Background: an optimization exercise with open tools, aiming at small area. Do not read the settings as production practice.
Only simulation tests tie the RTL to the original design; equivalence was not proved.
Power is estimated from default activity; no workload was simulated.

==> flow/design.v <==
module AluMux (z, x, y, mux_ctrl);
output wire [31:0] z;
input  wire [31:0] x, y;
input  wire mux_ctrl;
assign z = mux_ctrl ? y : x;
endmodule
module RegisterFile (rd1, rd2, rr1, rr2, wr, wd, we, clk);
output wire [31:0] rd1, rd2;
input  wire [4:0]  rr1, rr2, wr;
input  wire        we, clk;
input  wire [31:0] wd;
reg [31:0] rf [7:0];
reg [2:0]  ra1, ra2, wa;        
reg        rv1, rv2, wv;        
reg [31:0] wbuf;                
always @(posedge clk) begin
    if (wv)
        rf[wa] <= wbuf;
    wbuf <= wd;
    wa   <= wr[2:0];
    wv   <= we && wr[4:3] == 2'b00;
    ra1  <= rr1[2:0];
    rv1  <= rr1[4:3] == 2'b00;
    ra2  <= rr2[2:0];
    rv2  <= rr2[4:3] == 2'b00;
end
wire [7:0] s1 = {8{rv1}} & (8'd1 << ra1);
wire [7:0] s2 = {8{rv2}} & (8'd1 << ra2);
ReadPort port1 (rd1, s1, rf[0], rf[1], rf[2], rf[3], rf[4], rf[5], rf[6], rf[7]);
ReadPort port2 (rd2, s2, rf[0], rf[1], rf[2], rf[3], rf[4], rf[5], rf[6], rf[7]);
endmodule
module ReadPort (y, sel, r0, r1, r2, r3, r4, r5, r6, r7);
output wire [31:0] y;
input  wire [7:0]  sel;
input  wire [31:0] r0, r1, r2, r3, r4, r5, r6, r7;
assign y = ({32{sel[0]}} & r0) | ({32{sel[1]}} & r1) |
           ({32{sel[2]}} & r2) | ({32{sel[3]}} & r3) |
           ({32{sel[4]}} & r4) | ({32{sel[5]}} & r5) |
           ({32{sel[6]}} & r6) | ({32{sel[7]}} & r7);
endmodule
module ShiftCore (sh, a, fill, left, amt, en);
output wire [31:0] sh;
input  wire [31:0] a;
input  wire        fill, left, en;
input  wire [3:0]  amt;
wire [31:0] s [0:4];
assign s[0] = a;
genvar m, n;
generate
    for (m = 0; m < 4; m = m + 1) begin : g_st
        for (n = 0; n < 32; n = n + 1) begin : g_b
            wire up = (n + (1 << m) > 31) ? fill : s[m][(n + (1 << m)) % 32];
            wire dn = (n < (1 << m)) ? 1'b0 : s[m][(n + 32 - (1 << m)) % 32];
            wire v = amt[m] ? (left ? dn : up) : s[m][n];
            if (m == 0) begin : g_en
                assign s[m+1][n] = en & v;
            end else begin : g_pass
                assign s[m+1][n] = v;
            end
        end
    end
endgenerate
assign sh = s[4];
endmodule
module Alu (Result, A, B, op, shamount, sign);
output wire [31:0] Result;
input  wire        sign;
input  wire [31:0] A, B;
input  wire [3:0]  op;
input  wire [3:0]  shamount;
wire        inv = (op == 4'd1) || (op == 4'd7) || (op == 4'd8);
wire        cin = (op == 4'd1) || (op == 4'd8);
wire [31:0] bx  = B ^ {32{inv}};
wire [31:0] p   = A ^ bx;
wire [31:0] g   = A & bx;
wire [31:0] G [0:5];
wire [31:0] P [0:5];
assign G[0] = {g[31:1], g[0] | (p[0] & cin)};
assign P[0] = p;
genvar k, i;
generate
    for (k = 0; k < 5; k = k + 1) begin : g_lvl
        for (i = 0; i < 32; i = i + 1) begin : g_bit
            if ((i >> k) & 1) begin : g_op
                localparam integer J = ((i >> (k + 1)) << (k + 1)) + (1 << k) - 1;
                assign G[k+1][i] = G[k][i] | (P[k][i] & G[k][J]);
                assign P[k+1][i] = P[k][i] & P[k][J];
            end else begin : g_pass
                assign G[k+1][i] = G[k][i];
                assign P[k+1][i] = P[k][i];
            end
        end
    end
endgenerate
wire [32:0] c   = {G[5], cin};
wire [31:0] sum = p ^ c[31:0];
wire        cmp = c[32] ^ sign ^ op[3];
wire        left = (op[1:0] == 2'b00);
wire        fill = (op == 4'd6) & A[31];
wire        s_sh = (op == 4'd4) || (op == 4'd5) || (op == 4'd6);
wire [31:0] sh;
ShiftCore shifter (sh, A, fill, left, shamount, s_sh);
wire s_add = (op == 4'd0) || (op == 4'd1);
wire s_and = (op == 4'd2);
wire s_or  = (op == 4'd3);
wire s_cmp = (op == 4'd7) || (op == 4'd8);
assign Result = ({32{s_add}}        & sum) |
                ({32{s_and | s_or}} & g)   |
                ({32{s_or}}         & p)   |
                sh                         |
                {31'd0, s_cmp & cmp};
endmodule
module alu_datapath (
    input  wire        clk,
    input  wire        we,
    input  wire        mux_ctrl,
    input  wire [4:0]  rr1,
    input  wire [4:0]  rr2,
    input  wire [4:0]  wr,
    input  wire [31:0] write_data,
    input  wire [3:0]  op,
    input  wire [3:0]  shamount,
    input  wire        sign,
    output wire [31:0] result
);
wire [31:0] rd1, rd2, wd;
Alu          myAlu (result, rd1, rd2, op, shamount, sign);
AluMux       muxx  (wd, write_data, result, mux_ctrl);
RegisterFile RF    (rd1, rd2, rr1, rr2, wr, wd, we, clk);
endmodule
==> flow/flow/run.sh <==
#!/bin/bash
# Standard layout (the standard.sh) with these changes:
#  - the modules that flow/mapped.v defines (ReadPort, ShiftCore) are taken
#    from there, built directly from library cells, instead of from design.v;
#    flow/mapped.v is written by gen/gen_mapped.py and does what the RTL
#    modules of the same names do;
#  - ABC maps the rest of the logic with an area-oriented script
#    (flow/area.abc) instead of ORFS's speed script; the registers come from
#    the standard synthesis unchanged;
#  - every port still gets a buffer, but a sky130_fd_sc_hd__buf_1;
#  - clock tree sinks are clustered in larger groups, without dummy loads.
set -euo pipefail
W=$(pwd)
mods=$(sed -n 's/^module \([A-Za-z_][A-Za-z0-9_]*\).*/\1/p' "$W/flow/mapped.v" | paste -sd'|')
awk -v mods="^module ($mods)[ (]" '
  $0 ~ mods { skip = 1 }
  !skip { print }
  skip && /^endmodule/ { skip = 0 }
' "$W/design.v" > "$W/design_own.v"
cat "$W/flow/mapped.v" >> "$W/design_own.v"
cat > "$W/own_synth.tcl" <<EOT
proc own_abc_script {n1 n2 op} {
  global abc_args
  set i [lsearch -exact \$abc_args -script]
  if {\$i >= 0} { lset abc_args [expr {\$i + 1}] {$W/flow/area.abc} }
}
trace add variable ::abc_args write own_abc_script
source {$W/synth_recipe.tcl}
EOT
bash "$W/standard.sh" \
  "VERILOG_FILES=$W/design_own.v" \
  "SYNTH_SCRIPT=$W/own_synth.tcl" \
  "BUFFER_PORTS_ARGS=-buffer_cell sky130_fd_sc_hd__buf_1" \
  "CTS_ARGS=-sink_clustering_enable -repair_clock_nets -sink_clustering_size 16 -sink_clustering_max_diameter 60 -buf_list sky130_fd_sc_hd__clkbuf_8 -dont_use_dummy_load" \
  finish > "$W/flow.log" 2>&1
==> flow/flow/area.abc <==
strash
&get -n
&dch -f
&nf -R 1000
&put
==> flow/standard.sh <==
#!/bin/bash
# synth_recipe.tcl (not shown) runs the flow's synth.tcl, then flattens the netlist and writes it again
# the make line also repeats each setting of config.mk as NAME=value (left out here)
make -C /OpenROAD-flow-scripts/flow DESIGN_CONFIG=/design/flow/config.mk WORK_HOME=/design/flow/orfs CLKGATE_MAP_FILE= SYNTH_SCRIPT=/design/flow/synth_recipe.tcl "${@:-finish}"
==> flow/config.mk <==
export PLATFORM = sky130hd
export DESIGN_NAME = alu_datapath
export DESIGN_NICKNAME = alu_datapath
export VERILOG_FILES = /design/flow/design.v
export SDC_FILE = /design/flow/constraint.sdc
export NUM_CORES = 4
export LEC_CHECK = 0
export CAP_MARGIN = 20
export CELL_PAD_IN_SITES_DETAIL_PLACEMENT = 1
export CELL_PAD_IN_SITES_GLOBAL_PLACEMENT = 1
export CORE_MARGIN = 2
export CORE_UTILIZATION = 40
export SLEW_MARGIN = 20
==> flow/constraint.sdc <==
create_clock -name core_clock -period 10.0 [get_ports {clk}]
set_input_delay 2.0000 -clock core_clock [delete_from_list [all_inputs] [get_ports {clk}]]
set_output_delay 2.0000 -clock core_clock [all_outputs]
set_load 0.01 [all_outputs]
Not shown: flow/flow/mapped.v
==> impl_metrics.tcl, run 1 <==
set metrics [dict create \
    startpoint "op[0]" \
    globalplace.congestion 0.872 \
    synthSimpleGateAreaFrac_pct 6.51 \
    pg_seq_uw 1450 \
    p_comb_share_pct 14.6 \
    status "complete, no violations" \
    seq-cell-share_pct 52.4 \
    clockNetworkAreaShare_pct 2.44 \
    slew_headroom_pct 23.9 \
    final_max_slew_viol_count 0 \
    crit_type "in2out" \
    r2r_slack_ns 4.62 \
    syn_nets 1160 \
    path_buf_inv 3 \
    start_util_pct 40.8 \
    cts_buffers 29 \
    worst_slack_ns 1.13 \
    cp_data_arrival_time_ns 6.87 \
    wl_per_cell_um 32.4 \
    hp-class "reg2reg" \
    io_pins 91 \
    htree_num_levels 1 \
    power.total_uw 2450 \
    hold_start "RF.wbuf[19]$_DFF_P_" \
    fill_cells 3694 \
    crit_end "result[25]" \
    rr_worst_depth 19 \
    synth_edf_count 256 \
    cts_tree "done" \
    ys_top_cells_by_area "edfxtp_1 (53%), a222oi_1 (17%), dfxtp_1 (6.0%), a22oi_1 (3.8%), ha_1 (2.7%)" \
    clock_power_uw 647 \
    taps 461 \
    grt_pass1_wl_um 80000 \
    seq_cells 300 \
    ant_nets 0 \
]
==> run 2, diff against run 1 <==
--- a/flow/flow/run.sh
+++ b/flow/flow/run.sh
@@ -31,5 +31,5 @@
   "VERILOG_FILES=$W/design_own.v" \
   "SYNTH_SCRIPT=$W/own_synth.tcl" \
   "BUFFER_PORTS_ARGS=-buffer_cell sky130_fd_sc_hd__buf_1" \
-  "CTS_ARGS=-sink_clustering_enable -repair_clock_nets -sink_clustering_size 16 -sink_clustering_max_diameter 60 -buf_list sky130_fd_sc_hd__clkbuf_8 -dont_use_dummy_load" \
+  "CTS_ARGS=-sink_clustering_enable -repair_clock_nets -sink_clustering_size 18 -sink_clustering_max_diameter 70 -buf_list sky130_fd_sc_hd__clkbuf_8 -dont_use_dummy_load" \
   finish > "$W/flow.log" 2>&1
==> impl_metrics.tcl, run 2 <==
set metrics [dict create \
    status "complete, no violations" \
    cap_violations 0 \
    largest_reg_flops 256 \
    grt_overflow 0 \
    first_pass_iters 14 \
    fin_setup_tns_ns 0 \
    drive_gt1_share_pct 8.21 \
    wl_per_cell_um 32.5 \
    crit_type "in2out" \
    end_kind "output port" \
    drcViolationCount 0 \
    p_clk_share_pct 25.6 \
    place_hpwl_um 33000 \
    final_cell_mix "edfxtp_1 (256), a222oi_1 (241), buf_1 (89)" \
    yosysSeqAreaShare_pct 58.7 \
    switching_share_pct 27.4 \
    max_stage_delay_ns 0.60 \
    p_leak_uw 0.00518 \
    dieArea_um2 38000 \
    min_period_ns 8.90 \
    post-place-ws_ns 1.28 \
    clock_latency_ns 0.62 \
    vias 12200 \
    final_max_slew_viol_count 0 \
    min_period_over_period_pct 89.0 \
    start_util_pct 40.8 \
    cp_data_arrival_time_ns 6.90 \
    cts_root_buf "clkbuf_8" \
    critPathMaxFanout 9 \
    path_buf_inv 3 \
    reg_top3 "RF.rf x256, RF.wbuf x32" \
    syn_nets 1160 \
    cts_tree "done" \
    synthTopCellsByCount "edfxtp_1 (256), a222oi_1 (241), a22oi_1 (73)" \
    die_h_um 195 \
    synthToLayoutAreaGrowth_pct 11.8 \
    io_pins 91 \
    grt_pass1_wl_um 79800 \
    yosysMostFrequentCell "edfxtp_1" \
    ys_top_cells_by_area "edfxtp_1 (53%), a222oi_1 (17%), dfxtp_1 (6.0%), a22oi_1 (3.8%), ha_1 (2.7%)" \
    synth_top_cell_by_area "edfxtp_1" \
    fin_skew_ns 0.0552 \
    postCtsHoldBufs 0 \
    mostFrequentLayoutCell "edfxtp_1" \
    diodes 0 \
    required_ns 8.00 \
    synth.top_cell.area_share_pct 52.7 \
    core-area_um2 35700 \
    synth.distinct_cells 39 \
    die_w_um 195 \
    final-setup-viol-count 0 \
    p_comb_share_pct 14.7 \
    synth_edf_count 256 \
    worst_slack_ns 1.10 \
    r2r_slack_ns 4.58 \
    slew_headroom_pct 25.8 \
    globalplace.congestion 0.872 \
    cp-start-kind "input port" \
    powerDensity_nw_per_um2 149 \
    syn_area_um2 14600 \
    ys_async_sr_fraction_pct 0 \
    top_register "RF.rf" \
    clock_path_buffers 3 \
    cp_common_cell "o21ai_0" \
    htree_num_levels 1 \
    io_buffer_count 90 \
    fmax_mhz 112 \
    tightest_slew_ns 1.11 \
    grt_antenna_before_repair 0 \
    synth_ff_type "edfxtp_1" \
    final_nets 1317 \
    grt_usage_pct 28.0 \
    cts.clk_slew.worst_paths_ns 0.11 \
    synth-seq-cells 300 \
    grt_pass1_vias 12200 \
    path_cells "buf_1 > nor2_1 > nand3b_1 > o21ai_0 > a21oi_4 > xnor2_1 > fa_1 > fa_1 > nand3_1 > nand2_1 > a21oi_1 > nor3_1 > a311oi_1 > buf_4 > o21ai_0 > a21oi_1 > xor2_1 > o21ai_0 > buf_1" \
    intPower_uw 1760 \
    ir_drop_v 0.000110 \
    cts_buffers 26 \
    drt_iter0_drc 2078 \
    finalHoldViolations 0 \
    synth_cells 1063 \
    cts.sinks 300 \
    rows 69 \
    wl_um 54500 \
    cts-resized-gates 0 \
    rsz0062_at_grt "no" \
    critical-path-top-delay-family "compound AO/OA/AOI/OAI gates" \
    ant_nets 0 \
    sequentialPowerShare_pct 59.6 \
    p_switching_uw 665 \
    avgSynthCellArea_um2 13.7 \
    cts_setup_buffers 0 \
    yosysWarnings 2 \
    hp-class "reg2reg" \
    grt_max_degree 38 \
    cpMaxStageDelayCell "nor2_1" \
    viasPerCell 7.26 \
]
==> run 2: cell counts after synthesis <==
No cell type changed its count.
==> run 2: final timing paths <==
check                     start               endpoint  depth (start not counted)
max                       op[0]             result[25]                         19
min          RF.wbuf[8]$_DFF_P_  RF.rf[5][8]$_DFFE_PP_                          0
max reg2reg   RF.ra2[2]$_DFF_P_     RF.wbuf[0]$_DFF_P_                         20
min reg2reg  RF.wbuf[8]$_DFF_P_  RF.rf[5][8]$_DFFE_PP_                          0
==> run 2: worst register-to-register path, delay by kind of cell, from the launching register on <==
kind | cells | cell delay (ns)
buf+inv | 2 | 0.54
simple gates | 8 | 1.13
xor+xnor | 2 | 0.35
mux | 1 | 0.30
compound gates | 5 | 1.71
flops | 1 | 0.33
fa+ha+maj | 2 | 0.95
==> run 2: metal layers <==
| layer | track usage [%] | routed length [µm] | vias to the layer above | share of wire (%) |
|---|---|---|---|---|
| met5 | 0 | 0 | - | 0 |
| met4 | 7.58 | 1280 | 0 | 2.3 |
| met3 | 3.26 | 4200 | 83 | 7.7 |
| met2 | 47.8 | 26700 | 619 | 49 |
| met1 | 37.9 | 22300 | 6245 | 41 |
| li1 | - | - | 5250 | - |
==> run 2: logic make-up after synthesis <==
kind of cell / share of synthesized area (%)
flops: 58.7
xor+xnor: 3.18
mux: 2.08
buf+inv: 0.257
compound gates: 25.7
simple gates: 6.51
fa+ha+maj: 3.57
==> run 2: layout make-up <==
class / instances / area, µm²
Tap cell: 461 / 577
Fill cell: 3696 / 19400
Multi-Input combinational cell: 753 / 6150
Inverter: 10 / 37.5
Timing Repair Buffer: 129 / 632
Sequential cell: 300 / 8570
Clock buffer: 26 / 358
==> run 2: power groups by stage <==
stage               logic (µW)  clock network [µW]  registers (µW)
detailed placement         352                   0            1480
global route               388                 681            1450
floorplan                  225                   0            1460
CTS                        354                 641            1450
finish                     358                 623            1450
global placement           348                   0            1470
==> run 2: stage by stage <==
| stage | cells | total power (µW) | hold WS (ns) | area, µm² | utilization, % |
|---|---|---|---|---|---|
| 2_1_floorplan | 1063 | 1690 | 0.507 | 14600 | - |
| 3_3_place_gp | 1653 | 1820 | 0.541 | 16000 | 44.6 |
| 3_5_place_dp | 1653 | 1830 | 0.542 | 16000 | 44.6 |
| 4_1_cts | 1679 | 2440 | 0.514 | 16300 | 45.6 |
| 5_1_grt | 1679 | 2520 | 0.542 | 16300 | 45.7 |
| 6_report | 1679 | 2430 | 0.508 | 16300 | 45.7 |

-- what the ideal ports hide --
The results above use ideal ports. As a check the final layouts listed here were re-extracted and re-timed, cells and wires unchanged.
Step 1 (the two cells are an assumption about what drives the block):
set clk [get_ports {clk}]
set_driving_cell -lib_cell sky130_fd_sc_hd__clkbuf_16 $clk
set_driving_cell -lib_cell sky130_fd_sc_hd__buf_2 [delete_from_list [all_inputs] $clk]
Step 2 also shifts input and output timing later by t, the mid clock arrival at the registers, as if the neighbouring blocks saw the same clock.
a / b / c = no drivers / after step 1 / after step 2; a / b = the first two.
| run | shift t [ns] | setup slack, ns | pins driven straight from the clock port |
|---|---|---|---|
| run 1 | 0.658 | 1.128 / 1.107 / 1.107 | 1 |
| run 2 | 0.651 | 1.101 / 1.080 / 1.080 | 1 |
After both steps setup and hold are still met in every run listed.
